From an optimization exercise on the open Yosys and OpenROAD flow, aimed at small area and a short achievable clock period; shortcuts taken in it are not production practice. Function was not checked in any run shown here: the RTL went through the layout flow alone.

==> flow/design.v, too long to show whole: its modules and the start of the top module <==
// module coeff_selector: 120 lines
// module iir_filter: 1924 lines
// module iir_fa: 4 lines
// module iir_ha: 4 lines
// module iir_variable_filter: 12 lines
module iir_variable_filter (
    input  wire               clk,
    input  wire               reset_n,
    input  wire        [8:0]  filter_index,
    input  wire signed [15:0] data_in,
    output wire signed [31:0] data_out
);
  // ...
==> flow/run.sh <==
#!/bin/bash
# synth_recipe.tcl (not shown) runs the flow's synth.tcl, then flattens the netlist and writes it again
# the make line also repeats each setting of config.mk as NAME=value (left out here)
make -C /OpenROAD-flow-scripts/flow DESIGN_CONFIG=/design/flow/config.mk WORK_HOME=/design/flow/orfs CLKGATE_MAP_FILE= SYNTH_SCRIPT=/design/flow/synth_recipe.tcl finish
==> flow/config.mk <==
export PLATFORM = sky130hd
export DESIGN_NAME = iir_variable_filter
export DESIGN_NICKNAME = iir_variable_filter
export VERILOG_FILES = /design/flow/design.v
export SDC_FILE = /design/flow/constraint.sdc
export NUM_CORES = 4
export LEC_CHECK = 0
export CAP_MARGIN = 20
export CORE_MARGIN = 2
export CORE_UTILIZATION = 50
export SETUP_SLACK_MARGIN = 5
export SLEW_MARGIN = 20
export SYNTH_HIERARCHICAL = 1
==> flow/constraint.sdc <==
create_clock -name core_clock -period 15.0 [get_ports {clk}]
set_input_delay 3.0000 -clock core_clock [delete_from_list [all_inputs] [get_ports {clk}]]
set_output_delay 3.0000 -clock core_clock [all_outputs]
set_load 0.01 [all_outputs]
==> notes.md, run 1 <==
WL met2 55,100 µm; Buf/Inv on CP 5; final setup fails 0; top-count cell post-synth fa_1; clock root buffer clkbuf_16; Initial Util 50.4%; r2r endpoint IIR.y0[18]; cell mode on critical path fa_1; RSZ-0062 raised after global routing yes; top cells by area, synth fa_1 (39%), xnor2_1 (16%), a22oi_1 (11%), dfrtp_1 (10%), ha_1 (5.0%); Yosys cell types 86; post-synthesis adder-cell area fraction ~44%; Compound-Gate Fraction of Synth Area roughly 18%; setup ws final 5.05 ns; R2R Setup Slk 6.74 ns; fraction of area in multi-input gates 78.6%; Slew Limit Fails 0; worst slack, placed about 2.3 ns; Worst-Margin Slew between 1 and 1.5 ns; Inserted Clock Buffers 17; most common cell after layout, fill and taps aside fa_1; critical path type input port to flop; post-synthesis mux area share less than 1%; most frequent cells in the layout fa_1 (575), xnor2_1 (547), a22oi_1 (418); Seq cells 124; Total Routing Usage GR 41.0%; tap cells a little under 800; diodes inserted 1; H-tree depth 4; drt initial violations approximately 3,300; CP Max Fanout 19; hold_ws slightly below 0.4 ns; DRT met1 WL 45,500 µm; fin crit period 9.95 ns; Syn Std Cell Area a little over 30,000 µm²; outcome no timing/DRC/antenna violations; Hold EP IIR.x1[6]; initial antenna violation count 4; # hold bufs at CTS 0; Hold Vio Cnt, Final 0; met2 Track Usage GR ~60%
==> inputs of run 2 (changes only) <==
--- a/flow/design.v
+++ b/flow/design.v
@@ -124,18 +124,26 @@
     input  wire signed [15:0] data_in,
     output wire signed [31:0] data_out,
     input  wire [83:0] cw,     
     input  wire        valid   
 );
     reg signed [15:0] r_x, x1, x2;
     reg signed [18:0] s;         
     reg signed [18:0] y0, y1, y2;    
-    wire signed [16:0] q = x1 + x2;
-    wire signed [16:0] qn = r_x + x1;    
+    reg  signed [16:0] q;        
+    wire [16:0] qn;
+    wire [16:0] qc;
+    iir_ha u_qa0 (.a(r_x[0]), .b(x1[0]), .s(qn[0]), .co(qc[1]));
+    genvar gi;
+    generate for (gi = 1; gi < 16; gi = gi + 1) begin : qrip
+        iir_fa u_qa (.a(r_x[gi]), .b(x1[gi]), .c(qc[gi]), .s(qn[gi]), .co(qc[gi+1]));
+    end endgenerate
+    assign qn[16] = r_x[15] ^ x1[15] ^ qc[16];
+    assign qc[0] = 1'b0;
     wire shs0, shc0;
     iir_ha u_sh0 (.a(x2[1]), .b(qn[1]), .s(shs0), .co(shc0));
     wire ss0, sc0;
     iir_fa u_sa0 (.a(x2[2]), .b(qn[2]), .c(qn[1]), .s(ss0), .co(sc0));
     wire ss1, sc1;
     iir_fa u_sa1 (.a(x2[3]), .b(qn[3]), .c(qn[2]), .s(ss1), .co(sc1));
     wire ss2, sc2;
     iir_fa u_sa2 (.a(x2[4]), .b(qn[4]), .c(qn[3]), .s(ss2), .co(sc2));
@@ -2028,20 +2036,20 @@
     iir_fa u_fa580 (.a(fs517), .b(fc548), .c(fs549), .s(fs580), .co(fc580));
     wire fs581, fc581;
     iir_fa u_fa581 (.a(fs550), .b(fc517), .c(fc549), .s(fs581), .co(fc581));
     wire [31:0] sa = {fc580, fc579, fc578, fc577, fc576, fc575, fc574, fc573, fc572, fc571, fc570, fc569, fc568, fc567, fc566, fc565, fc564, fc563, fc562, fc561, fc560, fc559, fc558, fc557, fc556, fc555, fc554, fc553, fc552, fc551, fhc26, fhs26};
     wire [31:0] sb = {fs581, fs580, fs579, fs578, fs577, fs576, fs575, fs574, fs573, fs572, fs571, fs570, fs569, fs568, fs567, fs566, fs565, fs564, fs563, fs562, fs561, fs560, fs559, fs558, fs557, fs556, fs555, fs554, fs553, fs552, fs551, fhs25};
     wire [31:0] sum = sa + sb;
     always @(posedge clk or negedge reset_n) begin
         if (!reset_n) begin
-            r_x <= 0; x1 <= 0; x2 <= 0; s <= 0;
+            r_x <= 0; x1 <= 0; x2 <= 0; s <= 0; q <= 0;
             y0 <= 0; y1 <= 0; y2 <= 0;
         end else begin
-            r_x <= data_in; x1 <= r_x; x2 <= x1; s <= s_next;
+            r_x <= data_in; x1 <= r_x; x2 <= x1; s <= s_next; q <= qn;
             y0 <= sum[31:13] & {19{valid}}; y1 <= y0; y2 <= y1;
         end
     end
     assign data_out = {{13{y0[18]}}, y0};
 endmodule
 module iir_fa (input wire a, input wire b, input wire c, output wire s, output wire co);
     assign s = a ^ b ^ c;
     assign co = (a & b) | (a & c) | (b & c);
==> run 2 against run 1 <==
Effect of this change:
- sequential cell count grew 17
- register-to-register slack lost 0.52 ns
- still clean on timing, DRC and antenna
- final area shrank 1.0%
- clock skew grew 0.0083 ns
- critical path type unchanged
==> notes.md, run 2 <==
CP Capture Type flop; fin crit period 9.97 ns (+0.0212 ns); Vias/cell 6.94; TritonCTS clock tree yes; Buf/Inv on CP 8 (+3); layout cells sized above 1 16.3%; largest net degree at the start of global routing 86; Top delay family on crit path adder cells; number of synthesis warnings 8; Max Freq approximately 100 MHz; initial antenna violation count 4 (unchanged); # nets final between 3,000 and 4,000; Max Cap Violations 0; CP Data Required Time approximately 15 ns; Yosys top cell area share 40.6%; sequential share of the synthesized area 11.5%; Clock Pin Slew Worst Setup and Hold Paths approximately 0.08 ns; Worst Hold Class flop to flop; EDFF count, synth 0; Total Routing Usage GR 40.5% (-0.52 points); GPL Wtd Cong around 0.94; outcome no timing/DRC/antenna violations; r2r endpoint IIR.s[18]; Inserted Clock Buffers 17 (unchanged); # DRC 0; H-tree depth 4 (unchanged); post-DR wirelength/cell 34.5 µm; Die ar. 63,100 µm²; chip width approximately 250 µm; CTS sink cnt around 140; syn_area_per_cell 10.6 µm²; total vias in the final route 25,397; CP arrival 10.36 ns; synthesis-stage register bit count about 140; clock buffer depth 2; ANT nets after route 0; Syn Std Cell Area 30,600 µm² (-1.4%); reg2reg path depth 24; # rows 90; CP Launch Type input port; Worst Clk Skew around 0.023 ns; DP Wirelength roughly 87,000 µm; Die Ht between 200 and 300 µm; Rel. slew slack 17.7%; list of most frequent post-synthesis cells fa_1 (620), xnor2_1 (533), a22oi_1 (434); R2R Setup Slk 6.22 ns (-0.52 ns); port buffer count between 50 and 60; top cells by area, synth fa_1 (41%), xnor2_1 (15%), dfrtp_1 (12%), a22oi_1 (11%), ha_1 (3.8%); first-pass GRT wire length approximately 180,000 µm; I/O pins between 50 and 60; RSZ-0062 raised after global routing yes; Hold Vio Cnt, Final 0 (unchanged); vias in the first global route between 20,000 and 30,000; top-count cell post-synth fa_1; Core Footprint between 60,000 and 70,000 µm²; Syn-to-layout area delta 13.7%; grt total ovfl 0; most frequent cells in the layout fa_1 (585), xnor2_1 (522), a22oi_1 (409); hold_sp IIR.x1[0]; Initial Util 50.7% (+0.25 points); Post-Synthesis Cells approximately 2,900; Slew Limit Fails 0 (unchanged); post-synth top area cell fa_1; Mapped Nets around 3,600; RR Startpoint IIR.r_x[0]; cell mode on critical path fa_1; drt initial violations 3,393 (+4.1%); worst skew pair latency 0.51 ns; 1st-pass router iterations 6; Hold EP IIR.x2[0]; CP Max Fanout 7 (-12); Tcrit/Tclk final about 66%; final setup fails 0 (unchanged); Yosys cell types 73 (-15%); crit-path max cell delay approximately 0.6 ns; most common cell after layout, fill and taps aside fa_1; Hold Path Cell Cnt 0; Worst-Margin Slew 1.23 ns (-0.00677 ns); WL final approximately 130,000 µm; clock root buffer clkbuf_16; critical path type input port to flop; Post-synth top flop dfrtp_1; asr flop ratio synth between 90% and 100%; Layout Utilization a little under three fifths; CP max-delay cell fa_2; setup TNS 0 ns
run 2: cell count changes in the layout (fill, tap and decap cells not counted), sizes merged, moves of 13 or more:
cell | previous run | this run
fa | 607 | 620
ha | 123 | 92
dfrtp | 124 | 141
nor2 | 69 | 39
xnor2 | 557 | 533
run 2: stage by stage:
stage	hold slack (ns)	area, µm²	std cells	setup slack (ns)
after detailed placement	0.377	31700	3504	2.14
after global placement	0.364	31700	3504	2.09
after global routing	0.407	34800	3654	4.96
after floorplan	0.357	30600	2879	5.02
after CTS	0.393	33500	3598	5.02
final	0.389	34800	3658	5.03
run 2: cell families after synthesis:
| group | after synthesis | synth area share, % |
|---|---|---|
| AOI/OAI and AO/OA | 715 | 16.5 |
| adders and majority gates | 712 | 44.4 |
| muxes | 18 | 0.597 |
| DFF | 141 | 11.5 |
| xor gates and xnor gates | 578 | 16.6 |
| and+or+nand+nor | 366 | 5.70 |
| buffers and inverters | 349 | 4.73 |
run 2: cell type report:
type                       count  area [µm²]
antenna                        4        10.0
clock buffer                  18         439
multi-input combinational   2392       26900
timing repair buffer         258        2480
fill                        5100       25600
clock inverter                14         188
sequential                   141        3530
inverter                      49         194
tap                          782         978
run 2: layer usage:
metal | track usage (%) | up-vias | wire (µm)
met5 | 0 | - | 37
met4 | 28.6 | 6 | 12100
met1 | 50.9 | 12963 | 44400
met3 | 10.9 | 616 | 15600
met2 | 60.8 | 2067 | 54100
li1 | - | 9745 | -
run 2: how the worst max path moves through the flow:
| stage | from | endpoint | slack, ns | depth (start not counted) |
|---|---|---|---|---|
| floorplan | filter_index[0] | IIR.y0[18] | 5.02 | 26 |
| global placement | filter_index[0] | IIR.y0[9] | 2.09 | 25 |
| detailed placement | filter_index[0] | IIR.y0[9] | 2.14 | 25 |
| CTS | filter_index[1] | IIR.y0[18] | 5.02 | 27 |
| global route | filter_index[0] | IIR.y0[18] | 4.96 | 28 |
| finish | filter_index[0] | IIR.y0[18] | 5.03 | 28 |
run 2: per-module statistics from Yosys (local to each module, per instance), excerpt:
module          copies in the design  area, µm²  flops+latches  cells
iir_ha                            28       12.5              0      1
coeff_selector                     1       1710              0    273
iir_fa                           619       20.0              0      1
iir_filter                         1      16100            141   1959
run 2: timing repair:
item                       4_1_cts  5_1_grt
cloned                           7        8
setup endpoints to repair       19       16
buffers inserted                55       48
hold buffers                     0        0
pin swaps                       50       97
resized for setup              175      171

-- separate check: timing with driven ports --
In the flow no input, the clock included, has a driving cell. The finished layouts below were timed again as built, in two steps.
Step 1 sets driving cells, clkbuf_16 on the clock port and buf_2 on the other inputs (assumed; they add their load-dependent delay and slew).
Step 2 also shifts input and output timing later by t, the mid clock arrival at the registers, as if the neighbouring blocks saw the same clock.
Three values: ideal ports, drivers, drivers and shift; two values: the first two.
run | t (ns) | setup slack, ns | hold slack, ns | worst setup path after step 2
run 1 | 0.562 | 5.053 / 4.945 / 4.383 | 0.385 / 0.385 / 0.385 | input to register
run 2 | 0.560 | 5.032 / 4.978 / 4.418 | 0.389 / 0.389 / 0.389 | input to register
After both steps setup and hold are still met in every run listed. For run 1, which loses most, drivers alone change the setup slack by -0.108 ns; drivers and shift together by -0.670 ns.
